This design comes from an exercise in tuning for small area, a short achievable clock period and few clock cycles on the open sky130 flow, not from production work.
Where RTL was checked, it was by simulation tests only, not by an equivalence proof against the original.
No functional check of the RTL was part of runs 2 and 3.
Power figures rest on the tool's default switching activity, not on a simulated workload.

[design.v]
module pc_pick (
    input  [31:0] early,          
    input  [19:0] hi,             
    input  [11:0] lo_j, lo_b,     
    input         sel_j, sel_b,
    output [31:0] pc
);
assign pc[31:12] = (sel_j | sel_b) ? hi : early[31:12];
assign pc[11:0]  = sel_j ? lo_j : sel_b ? lo_b : early[11:0];
endmodule
module reg_file (
    input             clk,
    input             we,
    input      [4:0]  wa,
    input      [31:0] wd,
    input      [31:1] s1, s2,      
    output reg [31:0] rd1, rd2,
    output     [31:0] x1           
);
wire [32*32-1:0] q;
assign q[31:0] = 32'b0;
genvar g;
generate
    for (g = 1; g < 32; g = g + 1) begin : r
        reg [31:0] x;
        always @(posedge clk)
            if (we && wa == g) x <= wd;
        assign q[g*32 +: 32] = x;
    end
endgenerate
assign x1 = q[63:32];
integer i;
always @(*) begin
    rd1 = 32'b0;
    rd2 = 32'b0;
    for (i = 1; i < 32; i = i + 1) begin
        rd1 = rd1 | (q[i*32 +: 32] & {32{s1[i]}});
        rd2 = rd2 | (q[i*32 +: 32] & {32{s2[i]}});
    end
end
endmodule
module riscv_cpu (
    input         clk, reset,
    output [31:0] PC,
    input  [31:0] Instr,
    output        MemWrite,
    output [31:0] Mem_WrAddr, Mem_WrData,
    input  [31:0] ReadData
);
reg  [31:0] pc_q;                     
reg  [31:0] ir, d_pc;                 
reg         ir_v, d_fp;               
reg  [7:0]  bht;                      
reg  [2:0]  e_bi;                     
reg         e_br, e_bp;               
reg  [31:0] e_a, e_b, e_x;            
reg  [4:0]  e_rd;
reg  [1:0]  e_sz;                     
reg         e_wr, e_ld, e_st, e_jalr, e_j0;
reg         k_eq, k_ne, k_lt, k_ge, k_ltu, k_geu;    
reg         e_sub, e_sra, e_shl;
reg         r_sum, r_sh, r_slt, r_sltu, r_link;
reg  [3:0]  r_lt;                     
reg  [31:0] m_res, m_wd;
reg  [4:0]  m_rd;
reg  [2:0]  m_f3;
reg         m_wr, m_ld, m_mw;
assign PC         = pc_q;
assign Mem_WrAddr = m_res;
assign Mem_WrData = m_wd;
assign MemWrite   = m_mw;
wire [31:0] ldv = m_f3[1] ? ReadData :
                  m_f3[0] ? {{16{~m_f3[2] & ReadData[15]}}, ReadData[15:0]} :
                            {{24{~m_f3[2] & ReadData[7]}},  ReadData[7:0]};
wire [31:0] wb  = m_ld ? ldv : m_res;
wire        f_jal  = Instr[6] & Instr[3];
wire        f_br   = Instr[6] & ~Instr[2];
wire        f_jalr = Instr[6] & ~Instr[3] & Instr[2] & (Instr[19:15] == 5'd1);
wire        f_pj   = f_jal | (f_br & (Instr[31] | bht[pc_q[4:2]]));
wire [11:0] f_lo_j = pc_q[11:0] + {Instr[20], Instr[30:21], 1'b0};
wire [11:0] f_lo_b = pc_q[11:0] + {Instr[7], Instr[30:25], Instr[11:8], 1'b0};
wire [31:0] pcp4   = pc_q + 32'd4;
wire [4:0] op  = ir[6:2];
wire [2:0] f3  = ir[14:12];
wire [4:0] rd  = ir[11:7];
wire [4:0] rs1 = ir[19:15];
wire [4:0] rs2 = ir[24:20];
wire d_jal  = op[4] & op[1];                     
wire d_jalr = op[4] & ~op[1] & op[0];            
wire d_br   = op[4] & ~op[0];                    
wire d_u    = ~op[4] & op[0];                    
wire d_lui  = d_u & op[3];
wire d_alu  = ~op[4] & ~op[0] & op[2];           
wire d_r    = d_alu & op[3];
wire d_ld   = ~op[4] & ~op[0] & ~op[2] & ~op[3];
wire d_st   = ~op[4] & ~op[0] & ~op[2] & op[3];
wire d_link = d_jal | d_jalr;
wire d_wr   = ~(d_br | d_st) & (rd != 5'd0);
wire use1   = ~(d_jal | d_u);
wire use2   = d_r | d_br | d_st;
wire [31:0] immI = {{20{ir[31]}}, ir[31:20]};
wire [31:0] immS = {{20{ir[31]}}, ir[31:25], ir[11:7]};
wire [31:0] immU = {ir[31:12], 12'b0};
wire [31:0] imm  = d_u ? immU : d_st ? immS : immI;
wire [31:0] immB = {{20{ir[31]}}, ir[7], ir[30:25], ir[11:8], 1'b0};
wire [31:0] immJ = {{12{ir[31]}}, ir[19:12], ir[20], ir[30:21], 1'b0};
wire [31:0] d_tgt  = d_pc + (op[1] ? immJ : immB);
wire [12:0] d_lo   = {1'b0, d_pc[11:0]} + {1'b0, immJ[11:0] & {12{op[1]}} | immB[11:0] & {12{~op[1]}}};
wire        d_hi0  = op[1] ? (ir[19:12] == {8{ir[31]}}) : 1'b1;
wire        d_fx   = d_hi0 & (d_lo[12] == ir[31]);
wire [31:0] d_pcp4 = d_pc + 32'd4;
wire [31:0] ex_res;
wire e_hit1 = e_wr & (e_rd == rs1);
wire e_hit2 = e_wr & (e_rd == rs2);
wire m_hit1 = m_wr & (m_rd == rs1);
wire m_hit2 = m_wr & (m_rd == rs2);
wire [31:0] dec1 = 32'b1 << rs1;
wire [31:0] dec2 = 32'b1 << rs2;
wire rf_a = ~d_u & ~e_hit1 & ~m_hit1;            
wire rf_b = ~e_hit2 & ~m_hit2;
wire [31:0] rf1, rf2, ra;
reg_file rf (
    .clk(clk), .we(m_wr), .wa(m_rd), .wd(wb),
    .s1(dec1[31:1]), .s2(dec2[31:1]),
    .rd1(rf1), .rd2(rf2), .x1(ra)
);
wire ex_a = ~d_u & e_hit1;
wire wb_a = ~d_u & ~e_hit1 & m_hit1;
wire pc_a = d_u & ~d_lui;
wire [31:0] a_in = (rf1 & {32{rf_a}}) | (ex_res & {32{ex_a}}) | (wb & {32{wb_a}}) | (d_pc & {32{pc_a}});
wire [31:0] v2   = (rf2 & {32{rf_b}}) | (ex_res & {32{e_hit2}}) | (wb & {32{~e_hit2 & m_hit2}});
wire stall = ir_v & e_ld & ((e_hit1 & use1) | (e_hit2 & use2));
wire p       = d_fp;                              
wire d_redir = ir_v & d_fp & ~d_fx;
wire [31:0] sum = e_a + (e_b ^ {32{e_sub}}) + {31'b0, e_sub};
reg [31:0] cl, ce;
integer cs, ci;
always @(*) begin
    cl = ~e_a & e_b;
    ce = ~(e_a ^ e_b);
    cl[31] = 1'b0;             
    ce[31] = 1'b1;
    for (cs = 1; cs < 32; cs = cs * 2)
        for (ci = 0; ci + cs < 32; ci = ci + 2 * cs) begin
            cl[ci + 2*cs - 1] = cl[ci + 2*cs - 1] | (ce[ci + 2*cs - 1] & cl[ci + cs - 1]);
            ce[ci + 2*cs - 1] = ce[ci + 2*cs - 1] & ce[ci + cs - 1];
        end
end
wire ce31 = ~(e_a[31] ^ e_b[31]);
wire eq   = ce31 & ce[31];
wire lt_u = (~e_a[31] & e_b[31]) | (ce31 & cl[31]);
wire lt_s = (e_a[31] & ~e_b[31]) | (ce31 & cl[31]);
wire br_miss = (eq & k_eq) | (~eq & k_ne) | (lt_s & k_lt) | (~lt_s & k_ge) |
               (lt_u & k_ltu) | (~lt_u & k_geu);
wire jalr_miss = e_jalr & ~(e_j0 & (e_a == d_pc));
wire redirect  = br_miss | jalr_miss;
wire br_taken  = e_bp ^ br_miss;
wire [31:0] redirect_pc = e_jalr ? sum : e_x;
reg  [31:0] a_rev, s_rev;
integer k;
wire        fill = e_sra & e_a[31];
wire [31:0] s0 = e_shl ? a_rev : e_a;
wire [31:0] s1 = e_b[4] ? {{16{fill}}, s0[31:16]} : s0;
wire [31:0] s2 = e_b[3] ? {{8{fill}},  s1[31:8]}  : s1;
wire [31:0] s3 = e_b[2] ? {{4{fill}},  s2[31:4]}  : s2;
wire [31:0] s4 = e_b[1] ? {{2{fill}},  s3[31:2]}  : s3;
wire [31:0] s5 = e_b[0] ? {fill,       s4[31:1]}  : s4;
always @(*) begin
    for (k = 0; k < 32; k = k + 1) begin
        a_rev[k] = e_a[31-k];
        s_rev[k] = s5[31-k];
    end
end
wire [31:0] shres = e_shl ? s_rev : s5;
reg [31:0] lres;
integer q;
always @(*)
    for (q = 0; q < 32; q = q + 1)
        lres[q] = r_lt[{e_a[q], e_b[q]}];
assign ex_res = (sum   & {32{r_sum}}) |
                (shres & {32{r_sh}})  |
                {31'b0, (lt_s & r_slt) | (lt_u & r_sltu)} |
                lres |
                (e_x   & {32{r_link}});
wire [31:0] pc_early = redirect ? redirect_pc :
                       stall    ? pc_q :
                       d_redir  ? d_tgt :
                       f_jalr   ? ra : pcp4;
wire        f_ok = ~redirect & ~stall & ~d_redir;
wire [31:0] pc_next;
pc_pick pick (
    .early(pc_early), .hi(pc_q[31:12]), .lo_j(f_lo_j), .lo_b(f_lo_b),
    .sel_j(f_ok & f_jal), .sel_b(f_ok & f_br & (Instr[31] | bht[pc_q[4:2]])),
    .pc(pc_next)
);
wire go = ir_v & ~redirect & ~stall;
wire gb = go & d_br;
wire b_eq  = f3 == 3'b000, b_ne  = f3 == 3'b001;
wire b_lt  = f3 == 3'b100, b_ge  = f3 == 3'b101;
wire b_ltu = f3 == 3'b110, b_geu = f3 == 3'b111;
always @(posedge clk or posedge reset) begin
    if (reset) begin
        pc_q   <= 32'b0;
        ir_v   <= 1'b0;
        e_wr   <= 1'b0;
        e_ld   <= 1'b0;
        e_st   <= 1'b0;
        e_jalr <= 1'b0;
        k_eq   <= 1'b0;
        e_br   <= 1'b0;
        bht    <= 8'b0;
        k_ne   <= 1'b0;
        k_lt   <= 1'b0;
        k_ge   <= 1'b0;
        k_ltu  <= 1'b0;
        k_geu  <= 1'b0;
        m_wr   <= 1'b0;
        m_mw   <= 1'b0;
    end else begin
        pc_q   <= pc_next;
        ir_v   <= stall | ~(redirect | d_redir);
        e_wr   <= go & d_wr;
        e_ld   <= go & d_ld;
        e_st   <= go & d_st;
        e_jalr <= go & d_jalr;
        k_eq   <= gb & ((b_eq & ~p) | (b_ne & p));
        e_br   <= gb;
        if (e_br) bht[e_bi] <= br_taken;
        k_ne   <= gb & ((b_ne & ~p) | (b_eq & p));
        k_lt   <= gb & ((b_lt & ~p) | (b_ge & p));
        k_ge   <= gb & ((b_ge & ~p) | (b_lt & p));
        k_ltu  <= gb & ((b_ltu & ~p) | (b_geu & p));
        k_geu  <= gb & ((b_geu & ~p) | (b_ltu & p));
        m_wr   <= e_wr;
        m_mw   <= e_st;
    end
end
always @(posedge clk) begin
    if (!stall) begin
        ir   <= Instr;
        d_pc <= pc_q;
        d_fp <= f_pj;
    end
    e_a    <= a_in;
    e_b    <= (d_r | d_br) ? v2 : imm;
    e_x    <= d_link ? d_pcp4 : d_br ? (p ? d_pcp4 : d_tgt) : v2;
    e_bi   <= d_pc[4:2];
    e_j0   <= ir[31:20] == 12'b0;
    e_bp   <= p;
    e_rd   <= rd;
    e_sz   <= f3[1:0];
    e_sub  <= d_r & ir[30] & (f3 == 3'b000);
    e_sra  <= ir[30];
    e_shl  <= ~f3[2];
    r_sum  <= ~d_alu & ~d_link | d_alu & (f3 == 3'b000);
    r_sh   <= d_alu & (f3[1:0] == 2'b01);
    r_slt  <= d_alu & (f3 == 3'b010);
    r_sltu <= d_alu & (f3 == 3'b011);
    r_lt   <= {4{d_alu & f3[2] & (f3[1:0] != 2'b01)}} &
              (f3[1] ? (f3[0] ? 4'b1000 : 4'b1110) : 4'b0110);
    r_link <= d_link;
    m_res  <= ex_res;
    m_wd   <= {e_x[31:16] & {16{e_sz[1]}}, e_x[15:8] & {8{e_sz[1] | e_sz[0]}}, e_x[7:0]};
    m_rd   <= e_rd;
    m_f3   <= {~e_shl, e_sz};
    m_ld   <= e_ld;
end
endmodule
[flow/run.sh]
#!/bin/bash
# The standard layout (standard.sh), run in two parts, with these changes
# to how it is made (the SDC, with its clock period, is unchanged):
#  - timing repair aims at a setup margin of 7.9 ns up to CTS, and of 8.3 ns
#    at global routing (to leave room for what detailed routing adds)
#  - port buffers start as buf_4 instead of the delay buffer ORFS picks
#  - CTS: clkbuf_16 sink buffers on clusters of up to 16 flip-flops, no dummy loads
# make's full output goes to flow_cts.log and flow_finish.log in this folder.
set -euo pipefail
COMMON=(
  "BUFFER_PORTS_ARGS=-buffer_cell sky130_fd_sc_hd__buf_4"
  "CTS_ARGS=-sink_clustering_enable -repair_clock_nets -dont_use_dummy_load -sink_clustering_buffer sky130_fd_sc_hd__clkbuf_16 -sink_clustering_size 16 -sink_clustering_max_diameter 100"
)
bash standard.sh "${COMMON[@]}" SETUP_SLACK_MARGIN=7.9 cts > flow_cts.log 2>&1
bash standard.sh "${COMMON[@]}" SETUP_SLACK_MARGIN=8.3 finish > flow_finish.log 2>&1
[standard.sh]
#!/bin/bash
# synth_recipe.tcl (not shown) runs the flow's synth.tcl, then flattens the netlist and writes it again
# the make line also repeats each setting of config.mk as NAME=value (left out here)
make -C /OpenROAD-flow-scripts/flow DESIGN_CONFIG=/design/flow/config.mk WORK_HOME=/design/flow/orfs CLKGATE_MAP_FILE= SYNTH_SCRIPT=/design/flow/synth_recipe.tcl "${@:-finish}"
[config.mk]
export PLATFORM = sky130hd
export DESIGN_NAME = riscv_cpu
export DESIGN_NICKNAME = riscv_cpu
export VERILOG_FILES = /design/flow/design.v
export SDC_FILE = /design/flow/constraint.sdc
export NUM_CORES = 8
export LEC_CHECK = 0
export CAP_MARGIN = 20
export CORE_MARGIN = 2
export CORE_UTILIZATION = 35
export SETUP_SLACK_MARGIN = 5
export SLEW_MARGIN = 20
export SYNTH_HIERARCHICAL = 1
export SYNTH_MINIMUM_KEEP_SIZE = 20
[constraint.sdc]
create_clock -name core_clock -period 12.0 [get_ports {clk}]
set_input_delay 2.4000 -clock core_clock [delete_from_list [all_inputs] [get_ports {clk}]]
set_output_delay 2.4000 -clock core_clock [all_outputs]
set_load 0.01 [all_outputs]
==> impl.org, run 1 <==
** Status
- The run finished with no timing, DRC or antenna violations.

** Yosys
- Counting flops with a built-in enable in the synthesized netlist gives 1,055.
- In the synthesized netlist, the number of instances is roughly 5.5k.
- The number of nets in the synthesized netlist is 5,644.
- Share of synthesized registers carrying an async set or reset :: between 4 and 5%
- Sequential cells were found to cover between 50% and 60% of the synthesized design area.
- For this run, the number of Yosys warnings is 8.
- After synthesis the netlist holds a flip-flop and latch count of 1,300.
- Mean instance size in the synthesized netlist :: 12.0 sq um
- Most instantiated flip-flop cell in the synthesis netlist :: sky130_fd_sc_hd__edfxtp_1
- The largest total area in the synthesized netlist belongs to sky130_fd_sc_hd__edfxtp_1.
- Yosys cell types :: 90
- Post-synthesis instance area :: 65,600 sq um
- Top-area cell type share of the netlist area :: between 40% and 50%
- By area the synthesized netlist is led by sky130_fd_sc_hd__edfxtp_1, sky130_fd_sc_hd__a22oi_1, sky130_fd_sc_hd__dfxtp_1.

** STA
- Achievable Freq :: around 260 MHz
- Headroom to the max-slew limit :: approximately 17%
- Post-route clock period utilization :: 32.3%
- Total count of hold-check failures in the final report :: 0
- Fin. max-slew vios :: 0
- Setup slack on the critical path of the routed design comes to 8.12 ns.
- Final Skew :: approximately 0.12 ns
- For the pin with the worst max-slew slack, the measured transition is 1.23 ns.
- Setup violations remaining at the end of the flow were counted as 0.
- After routing, the total negative slack on setup checks comes to 0 ns.
- The worst path in the final design needs a cycle of 3.88 ns, including I/O delays and setup.
- RSZ-0062 raised after global routing :: true

** Route
- After the first detailed-routing iteration, the DRC count stood at 9,218.
- Routed vias :: 54.3k
- The detail route stage leaves a number of antenna-violating nets equal to 0.
- The routed design has just under 300,000 um of wire.
- Post-detailed-route wirelength per cell :: 35.8 um
- First-pass iteration count of the detailed router :: 9
- Vias per cell :: 6.63
- Count of unresolved DRC violations after routing :: 0

** Die
- The die covers 191,000 sq um.
- DIE HEIGHT :: 437 um
- Number of placed I/O pins :: 163
- Row generation in the floorplan step produced 158 rows.
- Floorplan Core Area :: 186,000 sq um
- The die is 437 um wide.
- Initial cell density of the core :: a little over a third

** Layout
- From synthesis to final layout, the design area changed by 17.0%.
- Fraction of layout cells with a size suffix above 1 :: 23.1%
- Summing all non-filler instances in the final layout gives an area of 76,800 sq um.
- Cells fill about two fifths of the core in the end.
- Total number of nets in the final design :: 5,883

** Power and ir drop
- VDD sags by at most between 0.00015 and 0.0002 V.
- Dividing total power by cell area gives a power density of 195 nW/um^2.
- Leakage component of the power :: about 26 nW

** Place
- Timing analysis after detailed placement gives a worst setup slack of around 6.5 ns.
- Once placement finished, the instance area stood at between 60,000 and 70,000 sq um.
- Routability-driven placement finished with a final weighted congestion of 1.02.
- # port buffers :: 160
- HPWL reported at the end of detailed placement :: between 150,000 and 200,000 um

** CTS
- Hold-fix buffer count after cts :: 0
- Clock latency (worst-skew pair) :: 0.80 ns
- TritonCTS clock tree :: built
- The H-tree was split into 3 levels.
- CTS Buffer Depth :: 3
- The tree is rooted in a sky130_fd_sc_hd__clkbuf_16.
- The tree built by TritonCTS fans out to 1,300 sinks.
- In this run, CTS created clock tree buffers numbering 94.
- Clock-pin slew was measured on the worst setup and hold paths at 0.07 ns.

** Flow run
- Across the run, the number of max-cap violations was 0.

** GRT
- The initial antenna violation count came to 20.
- GRT Residual Overflow :: 0
- Met2 demand-to-capacity share in global routing :: 44.1%
- Entering global routing, the biggest net connects 65 pins.
- For met1 alone, demand over resource in global routing was between 30 and 40%.
- Number of global-route vias before repair :: 48.9k
- Global routing usage summed across all routing layers :: 28.7%
- First-pass GRT wire length :: 390,000 um
- Met3 Use GR :: 7.80%
- met2 is the most crowded layer.

** Worst setup path
- Worst setup SP type :: input pin
- CP max FO :: 33
- Worst endpoint required time :: 12.56 ns
- The worst setup path is captured at a flop.
- Type of the worst setup path :: input pin to flop
- Data arrival time at the worst-slack endpoint :: between 4 and 5 ns

** Worst hold path
- Class of the tightest hold or removal check :: flop to flop
per-layer routing:
layer | routed length (um) | vias to the layer above | part of all wire (%)
met5 | 71 | - | 0.024
met4 | 17600 | 12 | 6.0
met3 | 38100 | 769 | 13
met2 | 129000 | 3969 | 44
met1 | 108000 | 27256 | 37
li1 | - | 22264 | -
cells in the mapped netlist (67+ instances only):
cell,instances
sky130_fd_sc_hd__o21ai_0,169
sky130_fd_sc_hd__a22oi_1,777
sky130_fd_sc_hd__a22o_1,68
sky130_fd_sc_hd__dfxtp_1,191
sky130_fd_sc_hd__nor2_1,282
sky130_fd_sc_hd__nand4_1,163
sky130_fd_sc_hd__ha_1,114
sky130_fd_sc_hd__xor2_1,104
sky130_fd_sc_hd__or4_1,69
sky130_fd_sc_hd__nand2_1,266
sky130_fd_sc_hd__nand3_1,193
sky130_fd_sc_hd__a222oi_1,67
sky130_fd_sc_hd__inv_1,97
sky130_fd_sc_hd__mux2i_1,184
sky130_fd_sc_hd__xnor2_1,112
sky130_fd_sc_hd__edfxtp_1,1055
sky130_fd_sc_hd__clkbuf_1,330
sky130_fd_sc_hd__a21oi_1,223
placed cells by master, fill, tap and decap left out, types with 90 or more instances in the layout:
master	instances
sky130_fd_sc_hd__o21ai_0	142
sky130_fd_sc_hd__nand4_1	163
sky130_fd_sc_hd__nor2_1	176
sky130_fd_sc_hd__a22oi_1	775
sky130_fd_sc_hd__a21oi_1	180
sky130_fd_sc_hd__xor2_1	96
sky130_fd_sc_hd__dfxtp_1	137
sky130_fd_sc_hd__edfxtp_1	1055
sky130_fd_sc_hd__nand3_1	183
sky130_fd_sc_hd__buf_4	478
sky130_fd_sc_hd__ha_1	96
sky130_fd_sc_hd__nand2_1	257
sky130_fd_sc_hd__mux2i_1	170
sky130_fd_sc_hd__xnor2_1	103
sky130_fd_sc_hd__inv_1	90
sky130_fd_sc_hd__clkbuf_16	106
critical path: stages:
cell                       delay, ns
sky130_fd_sc_hd__buf_6          0.15
sky130_fd_sc_hd__mux2i_4        0.31
sky130_fd_sc_hd__o31a_4         0.32
sky130_fd_sc_hd__a21oi_2        0.08
sky130_fd_sc_hd__buf_4          0.25
sky130_fd_sc_hd__a211oi_1       0.77
sky130_fd_sc_hd__o31ai_1        0.15
stage by stage:
stage / hold WS [ns] / power [mW] / cells
after floorplan: 0.331 / 8.79 / 5460
after global placement: 0.379 / 11.0 / 7829
after detailed placement: 0.365 / 11.0 / 7830
after CTS: 0.363 / 14.0 / 7971
after global routing: 0.370 / 15.3 / 8177
final: 0.363 / 15.0 / 8187
flip-flops by register name, indices dropped and copies added, names as in the netlist, 2 cells and up:
signal,flops
m_wd,32
m_res,32
e_bi,3
m_rd,5
m_f3,3
e_x,32
pc_q,32
rf.r.x,992
r_lt,2
d_pc,32
e_sz,2
e_a,32
ir,30
e_b,32
e_rd,5
bht,8
modules after synthesis, one instance, submodules excluded:
| module | cell area [sq um] | flip-flops and latches |
|---|---|---|
| reg_file | 40800 | 992 |
| pc_pick | 587 | 0 |
| riscv_cpu | 24200 | 308 |
timing repair:
action                                  CTS  global route
endpoints found under the hold margin     0             0
pin swaps                                17           115
buffers inserted                         35           186
gates resized for setup                  77           461
cloned                                   12            18
endpoints found under the setup margin  170           318
layout make-up:
type	instances	area [sq um]
fill	17509	109000
timing repair inverter	1	5.00
multi-input combinational	3625	28800
inverter	105	423
sequential	1300	37000
antenna	10	25.0
timing repair buffer	572	5080
clock buffer	94	2350
tap	2480	3100
power breakdown:
part	leakage (nW)	internal, mW	switching [mW]
registers	11.9	5.75	0.547
clock network	1.16	1.38	1.57
logic	13.3	2.10	3.63
total	26.3	9.23	5.74
worst paths after layout:
kind	from	end	slack (ns)	depth (start not counted)
setup / recovery	ReadData[7]	e_b[23]	8.12	7
hold / removal	e_sz[0]	m_f3[0]	0.36	0
min in group asynchronous	reset	e_wr	1.92	3
hold reg to reg	e_sz[0]	m_f3[0]	0.36	0
setup reg to reg	ir[22]	e_b[23]	8.14	11
max in group asynchronous	reset	pc_q[27]	9.43	3
kinds of logic after synthesis:
family	Yosys count	synth area share, %
buffers and inverters	552	3.58
and+or+nand+nor	1191	9.10
muxes	311	5.87
xor gates and xnor gates	216	2.88
AOI/OAI and AO/OA	1772	20.1
DFF	1300	56.2
adders and majority gates	118	2.30
Testbench counts, summed over its fixed seeds: cycles 781,420.
==> run 2: changes to the inputs <==
--- a/design.v
+++ b/design.v
@@ -109,7 +109,7 @@
 wire        d_hi0  = op[1] ? (ir[19:12] == {8{ir[31]}}) : 1'b1;
 wire        d_fx   = d_hi0 & (d_lo[12] == ir[31]);
 wire [31:0] d_pcp4 = d_pc + 32'd4;
-wire [31:0] ex_res;
+wire [31:0] ex_res, sum;
 wire e_hit1 = e_wr & (e_rd == rs1);
 wire e_hit2 = e_wr & (e_rd == rs2);
 wire m_hit1 = m_wr & (m_rd == rs1);
@@ -127,12 +127,15 @@
 wire ex_a = ~d_u & e_hit1;
 wire wb_a = ~d_u & ~e_hit1 & m_hit1;
 wire pc_a = d_u & ~d_lui;
-wire [31:0] a_in = (rf1 & {32{rf_a}}) | (ex_res & {32{ex_a}}) | (wb & {32{wb_a}}) | (d_pc & {32{pc_a}});
-wire [31:0] v2   = (rf2 & {32{rf_b}}) | (ex_res & {32{e_hit2}}) | (wb & {32{~e_hit2 & m_hit2}});
+wire [31:0] ex_oth;
+wire [31:0] a_in = (rf1 & {32{rf_a}}) | (sum & {32{ex_a & r_sum}}) | (ex_oth & {32{ex_a}}) |
+                   (wb & {32{wb_a}}) | (d_pc & {32{pc_a}});
+wire [31:0] v2   = (rf2 & {32{rf_b}}) | (sum & {32{e_hit2 & r_sum}}) | (ex_oth & {32{e_hit2}}) |
+                   (wb & {32{~e_hit2 & m_hit2}});
 wire stall = ir_v & e_ld & ((e_hit1 & use1) | (e_hit2 & use2));
 wire p       = d_fp;                              
 wire d_redir = ir_v & d_fp & ~d_fx;
-wire [31:0] sum = e_a + (e_b ^ {32{e_sub}}) + {31'b0, e_sub};
+assign sum = e_a + (e_b ^ {32{e_sub}}) + {31'b0, e_sub};
 reg [31:0] cl, ce;
 integer cs, ci;
 always @(*) begin
@@ -177,6 +180,10 @@
 always @(*)
     for (q = 0; q < 32; q = q + 1)
         lres[q] = r_lt[{e_a[q], e_b[q]}];
+assign ex_oth = (shres & {32{r_sh}})  |
+                {31'b0, (lt_s & r_slt) | (lt_u & r_sltu)} |
+                lres |
+                (e_x   & {32{r_link}});
 assign ex_res = (sum   & {32{r_sum}}) |
                 (shres & {32{r_sh}})  |
                 {31'b0, (lt_s & r_slt) | (lt_u & r_sltu)} |
==> flow/run.sh (replaced) <==
#!/bin/bash
# The standard layout (standard.sh), run in two parts, with these changes
# to how it is made (the SDC, with its clock period, is unchanged):
#  - timing repair aims at a setup margin of 7.9 ns up to CTS, and of 8.3 ns
#    at global routing (to leave room for what detailed routing adds)
#  - port buffers start as buf_4 instead of the delay buffer ORFS picks
#  - CTS: clkbuf_8 sink buffers, no dummy loads
# make's full output goes to flow_cts.log and flow_finish.log in this folder.
set -euo pipefail
COMMON=(
  "BUFFER_PORTS_ARGS=-buffer_cell sky130_fd_sc_hd__buf_4"
  "CTS_ARGS=-sink_clustering_enable -repair_clock_nets -dont_use_dummy_load -sink_clustering_buffer sky130_fd_sc_hd__clkbuf_8"
)
bash standard.sh "${COMMON[@]}" SETUP_SLACK_MARGIN=7.9 cts > flow_cts.log 2>&1
bash standard.sh "${COMMON[@]}" SETUP_SLACK_MARGIN=8.3 finish > flow_finish.log 2>&1
==> run 2 against run 1 <==
Against the previous run: the layout now fails its checks (capacitance limit, slew limit); clock power up 18%; synthesized cell count is 2.2% higher; final cell count rose by 3.5%; maximum frequency fell by 4.4%; wire length grew 2.5%; critical path depth grew 6; first-iteration DRC count up 0.21%; power increased by 6.4%; largest cell class unchanged.
==> impl.org, run 2 <==
** Route
- The total vias in the final route came to 56.6k (was 54.3k).
- First-pass iteration count of the detailed router :: 10 (was 9)
- The number of DRC markers after the initial detailed-route iteration was 9,237 (was 9,218).
- The mean number of vias per cell came to 6.68 (was 6.63).
- Antenna Nets Post-Route :: 0 (unchanged)
- The DRC violation count after routing is 0 (unchanged).
- The wire length per cell is 35.5 um (was 35.8 um).
- The final wirelength was 301,000 um (was 293,000 um).

** Place
- # port buffers :: 160 (unchanged)
- Post-detailed-placement cell area :: 70,700 sq um (was 70,000 sq um)
- The total half-perimeter wirelength after legalization and detailed placement is 192,000 um (was 190,000 um).
- GPL Wtd Cong :: 1.04 (was 1.02)

** STA
- The number of slew-limit violations in the final report is 3 (was 0).
- Worst-margin pin slew :: 1.58 ns (was 1.23 ns)
- Post-route clock period utilization :: 33.8% (was 32.3%)
- Final hold slack :: 0.347 ns (was 0.363 ns)
- Minimum period implied by the final worst setup slack :: 4.05 ns (was 3.88 ns)
- RSZ-0062 raised after global routing :: true (unchanged)
- Headroom to the max-slew limit :: -6.22% (was 17.3%)
- The maximum clock rate was 247 MHz (was 258 MHz).
- Setup Viol. Count Final :: 0 (unchanged)
- The setup TNS is 0 ns (unchanged).
- The number of hold-slack violations in the final timing report came to 0 (unchanged).
- The setup clock skew after layout came to 0.0928 ns (was 0.122 ns).

** Die
- Number of placement rows :: 160 (was 158)
- Initial cell density of the core :: 35.1% (was 35.3%)
- DIE HEIGHT :: 440 um (was 437 um)
- The I/O pin count was 163 (unchanged).
- Die width :: 440 um (was 437 um)
- Floorplan Core Area :: 190,000 sq um (was 186,000 sq um)
- The full die area came to 194,000 sq um (was 191,000 sq um).

** Worst setup path
- The internal reg-to-reg setup slack came to 7.95 ns (was 8.14 ns).
- Critical R2R Capture :: e_b[24] (was e_b[23])
- The first element of the critical path was e_sub (was ReadData[7]).
- CP max FO :: 7 (was 33)
- The worst-path cell with the longest stage delay is sky130_fd_sc_hd__a2111o_2 (was sky130_fd_sc_hd__a211oi_1).
- The worst setup path category is flop to flop (was input pin to flop).
- Worst endpoint required time :: 12.68 ns (was 12.56 ns)
- Worst setup SP type :: flop (was input pin)
- The worst setup path endpoint is e_b[24] (was e_b[23]).
- Data arrival time at the worst-slack endpoint :: 4.73 ns (was 4.43 ns)
- The logic depth of the worst register-to-register path was 13 (was 11).
- The highest cell delay on the worst timing path is 0.56 ns (was 0.77 ns).
- The launching point of the worst reg2reg path was e_sub (was ir[22]).
- Setup crit end kind :: flop (unchanged)
- CP Cell Sequence :: buf_12, buf_6, mux2i_4, fa_2, nor2b_4, o31a_1, o211ai_4, a211oi_4, or3_4, a211o_4, a2111o_2, or2_4, a221o_1 (was buf_6, mux2i_4, o31a_4, a21oi_2, buf_4, a211oi_1, o31ai_1)

** Yosys
- Synth Net Count :: 5,765 (was 5,644)
- Synth Register Bits :: 1,300 (unchanged)
- Most instantiated flip-flop cell in the synthesis netlist :: sky130_fd_sc_hd__edfxtp_1 (unchanged)
- The number of instances in the synthesized netlist came to 5,581 (was 5,460).
- Most frequent cell after synthesis :: sky130_fd_sc_hd__edfxtp_1 (unchanged)
- The count of cell types in the netlist is 101 (was 90).
- Most area-consuming cells after synthesis: sky130_fd_sc_hd__edfxtp_1, sky130_fd_sc_hd__a22oi_1, sky130_fd_sc_hd__dfxtp_1 (unchanged).
- Share of synthesized registers carrying an async set or reset :: 4.15% (unchanged)
- The biggest area consumer among synthesized cells is sky130_fd_sc_hd__edfxtp_1 (unchanged).
- List of most frequent post-synthesis cells :: sky130_fd_sc_hd__edfxtp_1, sky130_fd_sc_hd__a22oi_1, sky130_fd_sc_hd__clkbuf_1 (unchanged)
- Number of enable-type register cells in the synthesized netlist :: 1,055 (unchanged)
- Sequential fraction of the synthesis area :: 55.4% (was 56.2%)
- The count of warnings emitted by yosys was 8 (unchanged).
- Mean instance size in the synthesized netlist :: 11.9 sq um (was 12.0 sq um)
- Top-area cell type share of the netlist area :: 47.6% (was 48.3%)
- The synthesized area came to 66,600 sq um (was 65,600 sq um).

** Power and ir drop
- The net switching power of the design came to 6.15 mW (was 5.74 mW).
- Sequential group share of total power :: 39.9% (was 42.1%)
- The highest ir drop seen on vdd was 0.000166 V (was 0.000161 V).
- Clock power share :: 21.8% (was 19.7%)
- Leakage component of the power :: 27.0 nW (was 26.3 nW)
- Power Density :: 202 nW/um^2 (was 195 nW/um^2)
- Share of total power consumed by net switching :: 38.6% (was 38.4%)
- Internal Dissipation :: 9.78 mW (was 9.23 mW)
- Share of power burned in combinational logic :: 38.3% (about the same)

** Layout
- The share of cells above drive strength 1 came to 25.5% (was 23.1%).
- Post-route cell area :: 79,000 sq um (was 76,800 sq um)
- The total number of nets in the final design came to 6,138 (was 5,883).
- Register bank with the most flops :: rf.r.x (unchanged)
- The final-layout fill cell count is 17.7k (was 17.5k).
- The number of flip-flops in the largest register came to 992 (unchanged).
- Most used cells in the layout excluding fill and tap cells: sky130_fd_sc_hd__edfxtp_1, sky130_fd_sc_hd__a22oi_1, sky130_fd_sc_hd__buf_4 (unchanged).
- The area growth from synthesis to final layout is 18.7% (was 17.0%).
- Most common library cell in the layout ignoring fill and taps :: sky130_fd_sc_hd__edfxtp_1 (unchanged)

** GRT
- Maximum number of pins on one net before global-route repair :: 72 (was 65)
- The busiest metal layer after global routing was met2 (unchanged).
- The first-pass GRT wire length is 398,000 um (was 390,000 um).
- GRT Residual Overflow :: 0 (unchanged)
- The met3 usage came to 8.47% (was 7.80%).
- The number of global-route vias before repair was 50.8k (was 48.9k).
- The met2 track utilization from global routing was 44.0% (was 44.1%).
- The initial antenna violation count came to 24 (was 20).
- GR met1 Demand/Resource :: 37.4% (was 37.7%)
- The total global routing track utilization is 29.1% (was 28.7%).

** CTS
- CTS Buffer Depth :: 3 (unchanged)
- The clock latency reported for the late side of the worst-skew pair is 0.82 ns (was 0.80 ns).
- The number of clock buffers inserted by TritonCTS was 224 (was 94).
- H-tree levels :: 4 (was 3)
- The post-CTS clock slew at the launch and capture registers of the worst setup and hold paths is 0.06 ns (was 0.07 ns).
- Master cell of the clock root buffer :: sky130_fd_sc_hd__clkbuf_16 (unchanged)
- The number of buffers inserted by hold repair at cts is 0 (unchanged).
- Clock sinks :: 1,300 (unchanged)
- TritonCTS clock tree :: built (unchanged)

** Status
- Reasons for failing layout checks :: capacitance limit, slew limit
- Result of the run: finished with violations (was finished clean).

** Worst hold path
- The type of the most critical hold path is flop to flop (unchanged).

** Flow run
- The number of max-cap violations is 1 (was 0).
## run 2: logic make-up (layout without fill, tap and decap cells)
group                      count (synthesis)  after routing  share of synthesized area, %
and+or+nand+nor                         1214           1216                          9.18
AOI/OAI and AO/OA                       1871           1884                          20.9
muxes                                    285            285                          5.57
buffers and inverters                    590            946                          4.02
other                                      0             11                             0
xor gates and xnor gates                 203            203                          2.67
DFF                                     1300           1300                          55.4
adders and majority gates                118            118                          2.26
## run 2: final cells by class
type	count	area, sq um	area share [%]
repair buffers	602	5420	6.85
inverters	120	470	0.596
flip-flops and latches	1300	37100	46.9
well taps	2511	3140	3.98
multi-input cells	3706	29600	37.5
clock buffers	224	3270	4.14
diodes	11	27.5	0.0348
## run 2: metrics by stage
stage | setup slack [ns] | std cells | util (%) | power (mW)
2_1_floorplan | 7.62 | 5581 | - | 8.95
3_3_place_gp | 6.65 | 7949 | 37.3 | 11.1
3_5_place_dp | 6.64 | 7951 | 37.3 | 11.2
4_1_cts | 7.78 | 8219 | 39.4 | 14.7
5_1_grt | 7.91 | 8464 | 41.7 | 16.3
6_report | 7.95 | 8474 | 41.7 | 15.9
## run 2: power groups by stage
stage / logic, mW / registers [mW] / clock network [mW]
after floorplan: 2.79 / 6.16 / 0
after global placement: 4.61 / 6.51 / 0
after detailed placement: 4.66 / 6.51 / 0
after CTS: 4.83 / 6.43 / 3.49
after global routing: 6.27 / 6.36 / 3.67
final: 6.10 / 6.36 / 3.47
## run 2: repair_timing
action,CTS,global route
gates cloned,9,20
endpoints found under the setup margin,205,320
gates resized for setup,94,512
buffers inserted,35,223
hold endpoints to repair,0,0
pin swaps,17,126
## run 2: critical path: cells and delay by family, from the launching register on
kind / cells / cell delay [ns]
buf+inv: 2 / 0.30
fa+ha+maj: 1 / 0.28
compound gates: 6 / 1.96
simple gates: 3 / 0.73
flops: 1 / 0.42
mux: 1 / 0.18
## run 2: worst min-delay path by stage
stage | endpoint | cells past startpoint | slack, ns | from
detailed placement | m_mw | 0 | 0.34 | e_st
global placement | m_mw | 0 | 0.33 | e_st
global route | m_mw | 0 | 0.36 | e_st
finish | m_mw | 0 | 0.35 | e_st
CTS | m_mw | 0 | 0.35 | e_st
floorplan | m_mw | 0 | 0.33 | e_st
## run 2: Yosys stat by module (local to each module, per instance)
module / area, sq um / flops+latches / copies in the design / cells inside
pc_pick: 587 / 0 / 1 / 63
reg_file: 40800 / 992 / 1 / 2540
riscv_cpu: 25100 / 308 / 1 / 2978
## run 2: metal layers
layer / share of wire [%] / routed length, um / vias up
met2: 43 / 130000 / 4618
li1: - / - / 23045
met4: 7.1 / 21200 / 16
met3: 14 / 41700 / 933
met5: 0.048 / 145 / -
met1: 36 / 108000 / 28005
==> run 3: changes to the inputs <==
--- a/design.v
+++ b/design.v
@@ -50,6 +50,8 @@
 reg  [31:0] pc_q;                     
 reg  [31:0] ir, d_pc;                 
 reg         ir_v, d_fp;               
+reg  [3:0]  d_h1, d_h2;               
+reg  [7:0]  d_l1, d_l2;               
 reg  [7:0]  bht;                      
 reg  [2:0]  e_bi;                     
 reg         e_br, e_bp;               
@@ -101,7 +103,7 @@
 wire [31:0] immI = {{20{ir[31]}}, ir[31:20]};
 wire [31:0] immS = {{20{ir[31]}}, ir[31:25], ir[11:7]};
 wire [31:0] immU = {ir[31:12], 12'b0};
-wire [31:0] imm  = d_u ? immU : d_st ? immS : immI;
+wire [31:0] imm  = d_u ? immU : d_st ? immS : d_jal ? immJ : immI;
 wire [31:0] immB = {{20{ir[31]}}, ir[7], ir[30:25], ir[11:8], 1'b0};
 wire [31:0] immJ = {{12{ir[31]}}, ir[19:12], ir[20], ir[30:21], 1'b0};
 wire [31:0] d_tgt  = d_pc + (op[1] ? immJ : immB);
@@ -114,9 +116,15 @@
 wire e_hit2 = e_wr & (e_rd == rs2);
 wire m_hit1 = m_wr & (m_rd == rs1);
 wire m_hit2 = m_wr & (m_rd == rs2);
-wire [31:0] dec1 = 32'b1 << rs1;
-wire [31:0] dec2 = 32'b1 << rs2;
-wire rf_a = ~d_u & ~e_hit1 & ~m_hit1;            
+reg  [31:0] dec1, dec2;
+integer di;
+always @(*)
+    for (di = 0; di < 32; di = di + 1) begin
+        dec1[di] = d_h1[di >> 3] & d_l1[di & 7];
+        dec2[di] = d_h2[di >> 3] & d_l2[di & 7];
+    end
+wire a_pc = d_u | d_jal;                         
+wire rf_a = ~a_pc & ~e_hit1 & ~m_hit1;           
 wire rf_b = ~e_hit2 & ~m_hit2;
 wire [31:0] rf1, rf2, ra;
 reg_file rf (
@@ -124,16 +132,16 @@
     .s1(dec1[31:1]), .s2(dec2[31:1]),
     .rd1(rf1), .rd2(rf2), .x1(ra)
 );
-wire ex_a = ~d_u & e_hit1;
-wire wb_a = ~d_u & ~e_hit1 & m_hit1;
-wire pc_a = d_u & ~d_lui;
+wire ex_a = ~a_pc & e_hit1;
+wire wb_a = ~a_pc & ~e_hit1 & m_hit1;
+wire pc_a = a_pc & ~d_lui;
 wire [31:0] ex_oth;
 wire [31:0] a_in = (rf1 & {32{rf_a}}) | (sum & {32{ex_a & r_sum}}) | (ex_oth & {32{ex_a}}) |
                    (wb & {32{wb_a}}) | (d_pc & {32{pc_a}});
 wire [31:0] v2   = (rf2 & {32{rf_b}}) | (sum & {32{e_hit2 & r_sum}}) | (ex_oth & {32{e_hit2}}) |
                    (wb & {32{~e_hit2 & m_hit2}});
 wire stall = ir_v & e_ld & ((e_hit1 & use1) | (e_hit2 & use2));
-wire p       = d_fp;                              
+wire p       = d_fp & d_fx;                       
 wire d_redir = ir_v & d_fp & ~d_fx;
 assign sum = e_a + (e_b ^ {32{e_sub}}) + {31'b0, e_sub};
 reg [31:0] cl, ce;
@@ -191,7 +199,7 @@
                 (e_x   & {32{r_link}});
 wire [31:0] pc_early = redirect ? redirect_pc :
                        stall    ? pc_q :
-                       d_redir  ? d_tgt :
+                       d_redir  ? d_pcp4 :
                        f_jalr   ? ra : pcp4;
 wire        f_ok = ~redirect & ~stall & ~d_redir;
 wire [31:0] pc_next;
@@ -229,7 +237,7 @@
         e_wr   <= go & d_wr;
         e_ld   <= go & d_ld;
         e_st   <= go & d_st;
-        e_jalr <= go & d_jalr;
+        e_jalr <= go & (d_jalr | (d_jal & ~d_fx));
         k_eq   <= gb & ((b_eq & ~p) | (b_ne & p));
         e_br   <= gb;
         if (e_br) bht[e_bi] <= br_taken;
@@ -247,12 +255,16 @@
         ir   <= Instr;
         d_pc <= pc_q;
         d_fp <= f_pj;
+        d_h1 <= 4'b1 << Instr[19:18];
+        d_l1 <= 8'b1 << Instr[17:15];
+        d_h2 <= 4'b1 << Instr[24:23];
+        d_l2 <= 8'b1 << Instr[22:20];
     end
     e_a    <= a_in;
     e_b    <= (d_r | d_br) ? v2 : imm;
     e_x    <= d_link ? d_pcp4 : d_br ? (p ? d_pcp4 : d_tgt) : v2;
     e_bi   <= d_pc[4:2];
-    e_j0   <= ir[31:20] == 12'b0;
+    e_j0   <= d_jalr & (ir[31:20] == 12'b0);
     e_bp   <= p;
     e_rd   <= rd;
     e_sz   <= f3[1:0];
==> run 3 against run 2 <==
Against the previous run: now clean on timing, DRC and antenna; synthesized area is 0.57% higher; register-to-register slack worse by 0.06 ns; power is 1.3% lower; core utilization shrank 0.61 points; sequential cell count increased by 24; final cell count down 1.6%; clock power down 1%; combinational power down 5.7%; largest cell class unchanged; largest power group unchanged.
==> impl.org, run 3 <==
** Route
- The mean number of vias per cell is 6.62 (was 6.68).
- Initial DRC Count :: 9,052 (was 9,237)
- Post-detailed-route wirelength per cell :: 34.9 um (was 35.5 um)
- First-pass iteration count of the detailed router :: 7 (was 10)
- The remaining antenna violation count after routing came to 0 (unchanged).
- Wire length reported by the detailed router :: 291,000 um (was 301,000 um)
- Count of unresolved DRC violations after routing :: 0 (unchanged)
- The total vias in the final route is 55.2k (was 56.6k).

** GRT
- The maximum number of pins on one net before global-route repair was 78 (was 72).
- GRT Residual Overflow :: 0 (unchanged)
- First-pass GRT wire length :: 392,000 um (was 398,000 um)
- The initial antenna violation count came to 29 (was 24).
- The total global routing track utilization was 28.4% (was 29.1%).
- The number of global-route vias before repair came to 50.2k (was 50.8k).

** Layout
- Fillers :: 17.8k (was 17.7k)
- Fraction of layout cells with a size suffix above 1 :: 22.8% (was 25.5%)
- Register bank with the most flops :: rf.r.x (unchanged)
- The area used by sequential logic in the layout was 37,800 sq um (was 37,100 sq um).
- The post-route core utilization came to 41.1% (was 41.7%).
- Most used cells in the layout excluding fill and tap cells :: sky130_fd_sc_hd__edfxtp_1, sky130_fd_sc_hd__a22oi_1, sky130_fd_sc_hd__buf_4 (unchanged)
- Footprint of the multi-input gates :: 28,800 sq um (was 29,600 sq um)
- The number of flip-flops in the largest register was 992 (unchanged).
- The post-route cell area is 78,100 sq um (was 79,000 sq um).
- Most common library cell in the layout ignoring fill and taps :: sky130_fd_sc_hd__edfxtp_1 (unchanged)
- Total number of nets in the final design :: 6,002 (was 6,138)
- Layout-stage area growth over the synthesis result :: 16.7% (was 18.7%)
- Final Non-Filler Cells :: 8,335 (was 8,474)

** Place
- # port buffers :: 160 (unchanged)
- GPL Wtd Cong :: 0.993 (was 1.04)
- The number of cells in the design after placement was 7,906 (was 7,951).
- Post-detailed-placement cell area :: 71,200 sq um (was 70,700 sq um)
- Worst setup timing slack at the placement stage :: 6.52 ns (was 6.64 ns)
- The total half-perimeter wirelength after legalization and detailed placement was 190,000 um (was 192,000 um).

** Power and ir drop
- Worst ir drop on vdd :: 0.000163 V (was 0.000166 V)
- The static leakage came to 26.9 nW (was 27.0 nW).
- Power Density :: 201 nW/um^2 (was 202 nW/um^2)

** Worst setup path
- CP max FO :: 6 (was 7)
- The worst-path cell with the longest stage delay is sky130_fd_sc_hd__o211ai_1 (was sky130_fd_sc_hd__a2111o_2).
- The count of buffer and inverter cells on the critical path came to 0 (was 2).
- CP Cell Sequence: ha_1, a211oi_1, o211ai_1, a41o_1, a21oi_4, o22ai_4, or2_4, o211ai_1, o21ai_0 (was buf_12, buf_6, mux2i_4, fa_2, nor2b_4, o31a_1, o211ai_4, a211oi_4, or3_4, a211o_4, a2111o_2, or2_4, a221o_1).
- Largest delay contributor family on the critical path :: compound AO/OA/AOI/OAI gates (unchanged)
- Worst reg-to-reg setup slack :: 7.89 ns (was 7.95 ns)
- The worst setup path category is flop to flop (unchanged).
- Depth of the critical timing path with buffers and inverters included :: 9 (was 13)
- Launching point of the worst reg2reg path :: ir[27] (was e_sub)
- The endpoint required time on the critical path was 12.57 ns (was 12.68 ns).
- Data arrival time at the worst-slack endpoint :: 4.68 ns (was 4.73 ns)
- The capturing element type of the critical path is a flop (unchanged).
- The logic depth of the worst register-to-register path is 9 (was 13).
- The worst flop-to-flop path endpoint was e_x[14] (was e_b[24]).
- Max stage delay on crit path :: 1.05 ns (was 0.56 ns)
- The nature of the critical path startpoint was a flop (unchanged).
- By instance count, the cell type seen most on the critical path is sky130_fd_sc_hd__o211ai_1.

** Yosys
- Number of enable-type register cells in the synthesized netlist :: 1,079 (was 1,055)
- Most area-consuming cells after synthesis: sky130_fd_sc_hd__edfxtp_1, sky130_fd_sc_hd__a22oi_1, sky130_fd_sc_hd__dfxtp_1 (unchanged).
- The sequential-to-total area share from yosys stat is 56.1% (was 55.4%).
- Combinational family with the most area after synthesis :: compound AO/OA/AOI/OAI gates (unchanged)
- The proportion of netlist area held by the largest area contributor was 48.4% (was 47.6%).
- The count of warnings emitted by yosys came to 8 (unchanged).
- The adder and majority gate portion of the synthesized area came to 2.25% (was 2.26%).
- Share of the synthesized netlist area taken by xor and xnor gates :: 2.75% (was 2.67%)
- The mux share of post-synthesis cell area came to 6.32% (was 5.57%).
- Mapped Cells :: 5,498 (was 5,581)
- Most frequent cell after synthesis :: sky130_fd_sc_hd__edfxtp_1 (unchanged)
- Yosys cell types :: 97 (was 101)
- Synth Register Bits :: 1,324 (was 1,300)
- Synth Net Count :: 5,682 (was 5,765)
- Most instantiated flip-flop cell in the synthesis netlist :: sky130_fd_sc_hd__edfxtp_1 (unchanged)
- Post-synthesis simple-gate area fraction :: 9.37% (was 9.18%)
- The mean post-synth cell area came to 12.2 sq um (was 11.9 sq um).
- List of most frequent post-synthesis cells :: sky130_fd_sc_hd__edfxtp_1, sky130_fd_sc_hd__a22oi_1, sky130_fd_sc_hd__clkbuf_1 (unchanged)
- Share of synthesized registers carrying an async set or reset :: 4.08% (was 4.15%)
- Biggest area consumer among synthesized cells :: sky130_fd_sc_hd__edfxtp_1 (unchanged)
- Post-synthesis instance area :: 66,900 sq um (was 66,600 sq um)
- The share of the synthesized area in compound gates (AO/OA/AOI/OAI) is 19.7% (was 20.9%).

** Die
- The die span in x came to 441 um (was 440 um).
- Floorplan Core Area :: 190,000 sq um (about the same)
- The initial cell density of the core came to 35.2% (was 35.1%).
- Number of placement rows :: 160 (unchanged)
- DIE HEIGHT :: 441 um (was 440 um)
- The I/O pin count was 163 (unchanged).
- Die footprint :: 195,000 sq um (was 194,000 sq um)

** STA
- Post-route clock period utilization :: 34.3% (was 33.8%)
- Minimum period implied by the final worst setup slack :: 4.11 ns (was 4.05 ns)
- The maximum clock rate came to 243 MHz (was 247 MHz).
- The number of hold-slack violations in the final timing report was 0 (unchanged).
- The setup clock skew after layout was 0.0770 ns (was 0.0928 ns).
- The setup TNS was 0 ns (unchanged).
- The count of final setup violators came to 0 (unchanged).
- The final setup slack of the worst path was 7.89 ns (was 7.95 ns).
- RSZ-0062 raised after global routing: true (unchanged).
- Headroom to the max-slew limit :: 9.79% (was -6.22%)
- Worst-margin pin slew :: 1.35 ns (was 1.58 ns)
- Fin. max-slew vios :: 0 (was 3)

** CTS
- Master cell of the clock root buffer :: sky130_fd_sc_hd__clkbuf_16 (unchanged)
- The post-CTS clock slew at the launch and capture registers of the worst setup and hold paths is 0.05 ns (was 0.06 ns).
- Clock latency (worst-skew pair) :: 0.81 ns (was 0.82 ns)
- Hold-fix buffer count after cts :: 0 (unchanged)
- TritonCTS clock tree :: built (unchanged)
- The number of clock sinks seen by CTS was 1,324 (was 1,300).
- The number of levels in the clock H-tree is 4 (unchanged).
- CTS Buffer Depth :: 3 (unchanged)
- The number of clock buffers inserted by TritonCTS was 217 (was 224).

** Worst hold path
- Worst Hold Depth :: 0 (unchanged)
- Class of the tightest hold or removal check :: flop to flop (unchanged)
- The startpoint of the tightest hold check path is e_st (unchanged).
- Hold-critical path endpoint :: m_mw (unchanged)

** Flow run
- Count of max-cap constraint violations :: 0 (was 1)

** Status
- Result of the run: finished clean (was finished with violations).
==> run 3: per-layer routing <==
metal  track usage, %  part of all wire [%]
met2             43.1                    44
met1             37.4                    38
met5                0                 0.023
met4             14.1                   6.1
met3             7.69                    13
==> run 3: report_power, final <==
group	internal, mW	switching [mW]	total (mW)
Combinational	2.13	3.62	5.75
Sequential	5.92	0.627	6.54
Clock	1.71	1.72	3.43
==> run 3: worst max-delay path by stage <==
stage                       from       end  slack [ns]
finish                    ir[27]   e_x[14]        7.89
global route             e_a[23]  pc_q[12]        7.93
CTS                       e_b[3]  pc_q[27]        7.89
detailed placement       e_a[17]  pc_q[25]        6.52
global placement         e_a[17]  pc_q[24]        6.59
floorplan           ReadData[15]   e_b[16]        7.43
==> run 3: logic make-up (layout without fill, tap and decap cells) <==
group                    count (synthesis)  after routing
buffers and inverters                  548            856
other                                    0              8
AO/OA/AOI/OAI                         1758           1766
adder cells (fa/ha/maj)                118            118
XOR/XNOR                               210            210
flip-flops                            1324           1324
multiplexers                           337            337
AND/OR/NAND/NOR                       1203           1205
==> run 3: modules after synthesis, one instance, submodules excluded <==
module | times used | cells inside | flip-flops and latches | area (sq um)
riscv_cpu | 1 | 2895 | 332 | 25500
reg_file | 1 | 2540 | 992 | 40800
pc_pick | 1 | 63 | 0 | 587
==> run 3: cell type report <==
class | count | share of cell area [%]
Inverter | 102 | 0.516
Timing Repair Buffer | 536 | 6.10
Multi-Input combinational cell | 3636 | 36.8
Clock buffer | 217 | 4.07
Antenna cell | 8 | 0.0256
Sequential cell | 1324 | 48.4
Tap cell | 2511 | 4.02
Timing Repair inverter | 1 | 0.00641
==> run 3: what timing repair did <==
action                     in CTS  in global routing
gates cloned                   10                 13
pin swaps                      16                 60
buffers inserted               24                152
resized for setup             120                396
setup endpoints to repair     171                304
==> run 3: worst register-to-register path, delay by kind of cell (launching register included) <==
family	cells	cell delay, ns
AND/OR/NAND/NOR	1	0.31
adder cells (fa/ha/maj)	1	0.39
flip-flops	1	0.70
AO/OA/AOI/OAI	7	2.54
==> run 3: stage by stage <==
step,hold WS (ns),power [mW]
3_5_place_dp,0.335,11.3
5_1_grt,0.348,16.2
4_1_cts,0.347,14.8
6_report,0.343,15.7
3_3_place_gp,0.332,11.3
2_1_floorplan,0.331,9.05
==> run 4: changes to the inputs <==
--- a/design.v
+++ b/design.v
@@ -50,8 +50,6 @@
 reg  [31:0] pc_q;                     
 reg  [31:0] ir, d_pc;                 
 reg         ir_v, d_fp;               
-reg  [3:0]  d_h1, d_h2;               
-reg  [7:0]  d_l1, d_l2;               
 reg  [7:0]  bht;                      
 reg  [2:0]  e_bi;                     
 reg         e_br, e_bp;               
@@ -103,7 +101,7 @@
 wire [31:0] immI = {{20{ir[31]}}, ir[31:20]};
 wire [31:0] immS = {{20{ir[31]}}, ir[31:25], ir[11:7]};
 wire [31:0] immU = {ir[31:12], 12'b0};
-wire [31:0] imm  = d_u ? immU : d_st ? immS : d_jal ? immJ : immI;
+wire [31:0] imm  = d_u ? immU : d_st ? immS : immI;
 wire [31:0] immB = {{20{ir[31]}}, ir[7], ir[30:25], ir[11:8], 1'b0};
 wire [31:0] immJ = {{12{ir[31]}}, ir[19:12], ir[20], ir[30:21], 1'b0};
 wire [31:0] d_tgt  = d_pc + (op[1] ? immJ : immB);
@@ -111,20 +109,14 @@
 wire        d_hi0  = op[1] ? (ir[19:12] == {8{ir[31]}}) : 1'b1;
 wire        d_fx   = d_hi0 & (d_lo[12] == ir[31]);
 wire [31:0] d_pcp4 = d_pc + 32'd4;
-wire [31:0] ex_res, sum;
+wire [31:0] ex_res;
 wire e_hit1 = e_wr & (e_rd == rs1);
 wire e_hit2 = e_wr & (e_rd == rs2);
 wire m_hit1 = m_wr & (m_rd == rs1);
 wire m_hit2 = m_wr & (m_rd == rs2);
-reg  [31:0] dec1, dec2;
-integer di;
-always @(*)
-    for (di = 0; di < 32; di = di + 1) begin
-        dec1[di] = d_h1[di >> 3] & d_l1[di & 7];
-        dec2[di] = d_h2[di >> 3] & d_l2[di & 7];
-    end
-wire a_pc = d_u | d_jal;                         
-wire rf_a = ~a_pc & ~e_hit1 & ~m_hit1;           
+wire [31:0] dec1 = 32'b1 << rs1;
+wire [31:0] dec2 = 32'b1 << rs2;
+wire rf_a = ~d_u & ~e_hit1 & ~m_hit1;            
 wire rf_b = ~e_hit2 & ~m_hit2;
 wire [31:0] rf1, rf2, ra;
 reg_file rf (
@@ -132,18 +124,15 @@
     .s1(dec1[31:1]), .s2(dec2[31:1]),
     .rd1(rf1), .rd2(rf2), .x1(ra)
 );
-wire ex_a = ~a_pc & e_hit1;
-wire wb_a = ~a_pc & ~e_hit1 & m_hit1;
-wire pc_a = a_pc & ~d_lui;
-wire [31:0] ex_oth;
-wire [31:0] a_in = (rf1 & {32{rf_a}}) | (sum & {32{ex_a & r_sum}}) | (ex_oth & {32{ex_a}}) |
-                   (wb & {32{wb_a}}) | (d_pc & {32{pc_a}});
-wire [31:0] v2   = (rf2 & {32{rf_b}}) | (sum & {32{e_hit2 & r_sum}}) | (ex_oth & {32{e_hit2}}) |
-                   (wb & {32{~e_hit2 & m_hit2}});
+wire ex_a = ~d_u & e_hit1;
+wire wb_a = ~d_u & ~e_hit1 & m_hit1;
+wire pc_a = d_u & ~d_lui;
+wire [31:0] a_in = (rf1 & {32{rf_a}}) | (ex_res & {32{ex_a}}) | (wb & {32{wb_a}}) | (d_pc & {32{pc_a}});
+wire [31:0] v2   = (rf2 & {32{rf_b}}) | (ex_res & {32{e_hit2}}) | (wb & {32{~e_hit2 & m_hit2}});
 wire stall = ir_v & e_ld & ((e_hit1 & use1) | (e_hit2 & use2));
-wire p       = d_fp & d_fx;                       
+wire p       = d_fp;                              
 wire d_redir = ir_v & d_fp & ~d_fx;
-assign sum = e_a + (e_b ^ {32{e_sub}}) + {31'b0, e_sub};
+wire [31:0] sum = e_a + (e_b ^ {32{e_sub}}) + {31'b0, e_sub};
 reg [31:0] cl, ce;
 integer cs, ci;
 always @(*) begin
@@ -188,10 +177,6 @@
 always @(*)
     for (q = 0; q < 32; q = q + 1)
         lres[q] = r_lt[{e_a[q], e_b[q]}];
-assign ex_oth = (shres & {32{r_sh}})  |
-                {31'b0, (lt_s & r_slt) | (lt_u & r_sltu)} |
-                lres |
-                (e_x   & {32{r_link}});
 assign ex_res = (sum   & {32{r_sum}}) |
                 (shres & {32{r_sh}})  |
                 {31'b0, (lt_s & r_slt) | (lt_u & r_sltu)} |
@@ -199,7 +184,7 @@
                 (e_x   & {32{r_link}});
 wire [31:0] pc_early = redirect ? redirect_pc :
                        stall    ? pc_q :
-                       d_redir  ? d_pcp4 :
+                       d_redir  ? d_tgt :
                        f_jalr   ? ra : pcp4;
 wire        f_ok = ~redirect & ~stall & ~d_redir;
 wire [31:0] pc_next;
@@ -237,7 +222,7 @@
         e_wr   <= go & d_wr;
         e_ld   <= go & d_ld;
         e_st   <= go & d_st;
-        e_jalr <= go & (d_jalr | (d_jal & ~d_fx));
+        e_jalr <= go & d_jalr;
         k_eq   <= gb & ((b_eq & ~p) | (b_ne & p));
         e_br   <= gb;
         if (e_br) bht[e_bi] <= br_taken;
@@ -255,16 +240,12 @@
         ir   <= Instr;
         d_pc <= pc_q;
         d_fp <= f_pj;
-        d_h1 <= 4'b1 << Instr[19:18];
-        d_l1 <= 8'b1 << Instr[17:15];
-        d_h2 <= 4'b1 << Instr[24:23];
-        d_l2 <= 8'b1 << Instr[22:20];
     end
     e_a    <= a_in;
     e_b    <= (d_r | d_br) ? v2 : imm;
     e_x    <= d_link ? d_pcp4 : d_br ? (p ? d_pcp4 : d_tgt) : v2;
     e_bi   <= d_pc[4:2];
-    e_j0   <= d_jalr & (ir[31:20] == 12'b0);
+    e_j0   <= ir[31:20] == 12'b0;
     e_bp   <= p;
     e_rd   <= rd;
     e_sz   <= f3[1:0];
--- a/flow/run.sh
+++ b/flow/run.sh
@@ -5,6 +5,7 @@
 #    at global routing (to leave room for what detailed routing adds)
 #  - port buffers start as buf_4 instead of the delay buffer ORFS picks
 #  - CTS: clkbuf_8 sink buffers, no dummy loads
+#  - one more round of timing repair after global routing (flow/grt_extra.tcl)
 # make's full output goes to flow_cts.log and flow_finish.log in this folder.
 set -euo pipefail
 COMMON=(
@@ -12,4 +13,4 @@
   "CTS_ARGS=-sink_clustering_enable -repair_clock_nets -dont_use_dummy_load -sink_clustering_buffer sky130_fd_sc_hd__clkbuf_8"
 )
 bash standard.sh "${COMMON[@]}" SETUP_SLACK_MARGIN=7.9 cts > flow_cts.log 2>&1
-bash standard.sh "${COMMON[@]}" SETUP_SLACK_MARGIN=8.3 finish > flow_finish.log 2>&1
+bash standard.sh "${COMMON[@]}" SETUP_SLACK_MARGIN=8.3 "POST_GLOBAL_ROUTE_TCL=$PWD/flow/grt_extra.tcl" finish > flow_finish.log 2>&1
==> flow/grt_extra.tcl (new file) <==
# one more round of timing repair on the global-routing parasitics
puts "extra timing repair after global routing"
log_cmd global_route -start_incremental
log_cmd estimate_parasitics -global_routing
repair_timing -setup_margin $::env(SETUP_SLACK_MARGIN) -hold_margin 0 -repair_tns 100 -verbose
log_cmd detailed_placement
log_cmd global_route -end_incremental
log_cmd estimate_parasitics -global_routing
report_worst_slack -max
==> run 4 against run 3 <==
Against the previous run: still clean; sequential share of layout area decreased by 1.0 points; wire length is 2.3% higher; via count grew 0.57%; first-iteration DRC count increased by 9.7%; final area increased by 0.19%; critical path type unchanged; largest cell class unchanged.
==> impl.org, run 4 <==
** Status
- Result of the run :: finished clean (unchanged)

** Die
- Initial cell density of the core :: 35.3% (was 35.2%)
- The die span in x was 437 um (was 441 um).
- DIE HEIGHT :: 437 um (was 441 um)
- Die footprint :: 191,000 sq um (was 195,000 sq um)
- The core outline area came to 186,000 sq um (was 190,000 sq um).
- Number of placed I/O pins :: 163 (unchanged)

** CTS
- The clock latency reported for the late side of the worst-skew pair was 0.83 ns (was 0.81 ns).
- Master cell of the clock root buffer :: sky130_fd_sc_hd__clkbuf_16 (unchanged)
- TritonCTS clock tree :: built (unchanged)
- Clock sinks :: 1,300 (was 1,324)
- The post-CTS clock slew at the launch and capture registers of the worst setup and hold paths was 0.06 ns (was 0.05 ns).
- The maximum clock insertion buffer count is 3 (unchanged).
- The number of buffers inserted by hold repair at cts came to 0 (unchanged).
- Post-cts gate resize count :: 81 (was 120)
- The number of levels in the clock H-tree came to 4 (unchanged).

** Power and ir drop
- Share of total power consumed by net switching :: 38.0% (was 37.9%)
- Leakage component of the power :: 27.1 nW (was 26.9 nW)
- Sequential group share of total power :: 40.6% (was 41.6%)
- Share of power burned in combinational logic :: 37.9% (was 36.6%)
- Internal Dissipation :: 9.66 mW (was 9.76 mW)
- Total net switching power :: 5.93 mW (was 5.97 mW)
- The relative contribution of the clock network to total power was 21.5% (was 21.8%).

** Yosys
- The sequential-to-total area share from yosys stat is 56.2% (was 56.1%).
- Share of synthesized registers carrying an async set or reset :: 4.15% (was 4.08%)
- Post-synthesis instance area :: 65,600 sq um (was 66,900 sq um)
- Yosys cell types :: 90 (was 97)
- The simple-gate area share of the yosys netlist came to 9.10% (was 9.37%).
- Portion of netlist area occupied by mux cells :: 5.87% (was 6.32%)
- The dominant synthesized flop cell is sky130_fd_sc_hd__edfxtp_1 (unchanged).
- Synth Net Count :: 5,644 (was 5,682)
- Share of the synthesized netlist area taken by xor and xnor gates :: 2.88% (was 2.75%)
- Mapped Cells :: 5,460 (was 5,498)
- Mean instance size in the synthesized netlist :: 12.0 sq um (was 12.2 sq um)
- Complex-gate fraction of the synthesized area :: 20.1% (was 19.7%)
- The proportion of netlist area held by the largest area contributor is 48.3% (was 48.4%).
- Combinational family with the most area after synthesis :: compound AO/OA/AOI/OAI gates (unchanged)
- List of most frequent post-synthesis cells: sky130_fd_sc_hd__edfxtp_1, sky130_fd_sc_hd__a22oi_1, sky130_fd_sc_hd__clkbuf_1 (unchanged).

** Route
- The count of TritonRoute iterations in the first routing pass was 8 (was 7).
- The remaining antenna violation count after routing was 0 (unchanged).
- The DRC violation count after routing is 0 (unchanged).
- The mean number of vias per cell came to 6.63 (was 6.62).
- The number of DRC markers after the initial detailed-route iteration came to 9,931 (was 9,052).

** Worst setup path
- The nature of the critical path startpoint is a flop (unchanged).
- Data arrival time at the worst-slack endpoint :: 4.46 ns (was 4.68 ns)
- Setup crit end kind :: flop (unchanged)
- The largest fanout of any net on the critical path came to 15 (was 6).
- Type of the worst setup path :: flop to flop (unchanged)

** GRT
- Maximum number of pins on one net before global-route repair :: 65 (was 78)
- The first-pass GRT wire length was 392,000 um (about the same).
- GR met1 Demand/Resource :: 37.4% (about the same)
- The busiest metal layer after global routing is met2 (unchanged).
- Met2 demand-to-capacity share in global routing :: 44.4% (was 43.1%)
- Number of global-route vias before repair :: 49.7k (was 50.2k)

** Layout
- The share of cells above drive strength 1 was 25.7% (was 22.8%).
- The total number of nets in the final design came to 6,056 (was 6,002).
- The post-route core utilization is 42.1% (was 41.1%).
- The number of flip-flops in the largest register is 992 (unchanged).
- The area growth from synthesis to final layout was 19.3% (was 16.7%).
- Most used cells in the layout excluding fill and tap cells :: sky130_fd_sc_hd__edfxtp_1, sky130_fd_sc_hd__a22oi_1, sky130_fd_sc_hd__buf_4 (unchanged)
- Most common library cell in the layout ignoring fill and taps :: sky130_fd_sc_hd__edfxtp_1 (unchanged)

** STA
- Setup Viol. Count Final :: 0 (unchanged)
- Post-route clock period utilization :: 32.0% (was 34.3%)
- The worst-margin pin slew is 1.18 ns (was 1.35 ns).
- Minimum period implied by the final worst setup slack :: 3.84 ns (was 4.11 ns)
- Accumulated negative setup slack :: 0 ns (unchanged)
- Min setup slack post-route :: 8.16 ns (was 7.89 ns)
- The worst-case headroom to the max-slew limit is 20.8% (was 9.79%).

** Place
- # port buffers :: 160 (unchanged)
- Worst setup timing slack at the placement stage :: 6.48 ns (was 6.52 ns)

** Flow run
- The number of max-cap violations was 0 (unchanged).
## run 4: cell types whose count changed after synthesis, sizes merged, moves of 19 or more
cell	previous run	this run
edfxtp	1079	1055
o211ai	45	64
nand2	234	266
and2	86	32
nor2	216	283
o21ai	161	188
## run 4: power groups by stage
stage	Clock (mW)	Sequential (mW)	Combinational, mW
finish	3.35	6.33	5.91
floorplan	0	6.16	2.64
global placement	0	6.46	4.49
CTS	3.37	6.37	4.71
detailed placement	0	6.46	4.53
## run 4: logic make-up after synthesis
family | count (synthesis)
AOI/OAI and AO/OA | 1772
xor gates and xnor gates | 216
DFF | 1300
and+or+nand+nor | 1191
adders and majority gates | 118
muxes | 311
buffers and inverters | 552
## run 4: final timing paths
check	start	to	slack [ns]	cells after the start
worst max register to register	e_sub	e_a[23]	8.16	15
worst max-delay path	e_sub	e_a[23]	8.16	15
worst min register to register	e_sz[0]	m_f3[0]	0.40	0
max in group asynchronous	reset	pc_q[2]	9.50	3
min in group asynchronous	reset	e_wr	1.87	3
worst min-delay path	e_sz[0]	m_f3[0]	0.40	0
## run 4: final cells by class
class | count | area (sq um) | share of cell area (%)
sequential | 1300 | 37100 | 47.4
multi-input combinational | 3625 | 28800 | 36.8
timing repair buffer | 630 | 5720 | 7.31
tap | 2480 | 3100 | 3.97
clock buffer | 210 | 3080 | 3.94
inverter | 105 | 419 | 0.536
antenna | 14 | 35.0 | 0.0448
## run 4: stage by stage
step,power [mW],instances,cell area (sq um)
2_1_floorplan,8.79,5460,65900
3_3_place_gp,11.0,7829,70000
3_5_place_dp,11.0,7830,70000
4_1_cts,14.5,8081,73800
6_report,15.6,8364,78200
## run 4: per-module statistics from Yosys (local to each module, per instance)
module     copies in the design  cells
riscv_cpu                     1   2857
reg_file                      1   2540
pc_pick                       1     63
## run 4: worst max-delay path, cell delays in order, from the launching register on
cell	delay [ns]
sky130_fd_sc_hd__dfxtp_4	0.37
sky130_fd_sc_hd__buf_12	0.16
sky130_fd_sc_hd__buf_4	0.15
sky130_fd_sc_hd__xor2_1	0.15
sky130_fd_sc_hd__ha_2	0.39
sky130_fd_sc_hd__nand4_1	0.12
sky130_fd_sc_hd__a211o_1	0.30
sky130_fd_sc_hd__a31o_4	0.24
sky130_fd_sc_hd__a31oi_4	0.18
sky130_fd_sc_hd__buf_12	0.14
sky130_fd_sc_hd__buf_4	0.12
sky130_fd_sc_hd__a21oi_4	0.07
sky130_fd_sc_hd__and3_1	0.19
sky130_fd_sc_hd__o21ai_1	0.35
sky130_fd_sc_hd__o2111ai_2	0.36
sky130_fd_sc_hd__a221o_1	0.39
## run 4: layer usage
metal  routed length [um]  vias to the layer above  share of wire [%]
li1                     -                    22596                  -
met1               109000                    27777                 37
met2               131000                     4232                 44
met3                39700                      847                 13
met4                17800                       20                6.0
met5                  127                        -              0.043
Testbench counts of run 4, summed over its fixed seeds: cycles 781,420.
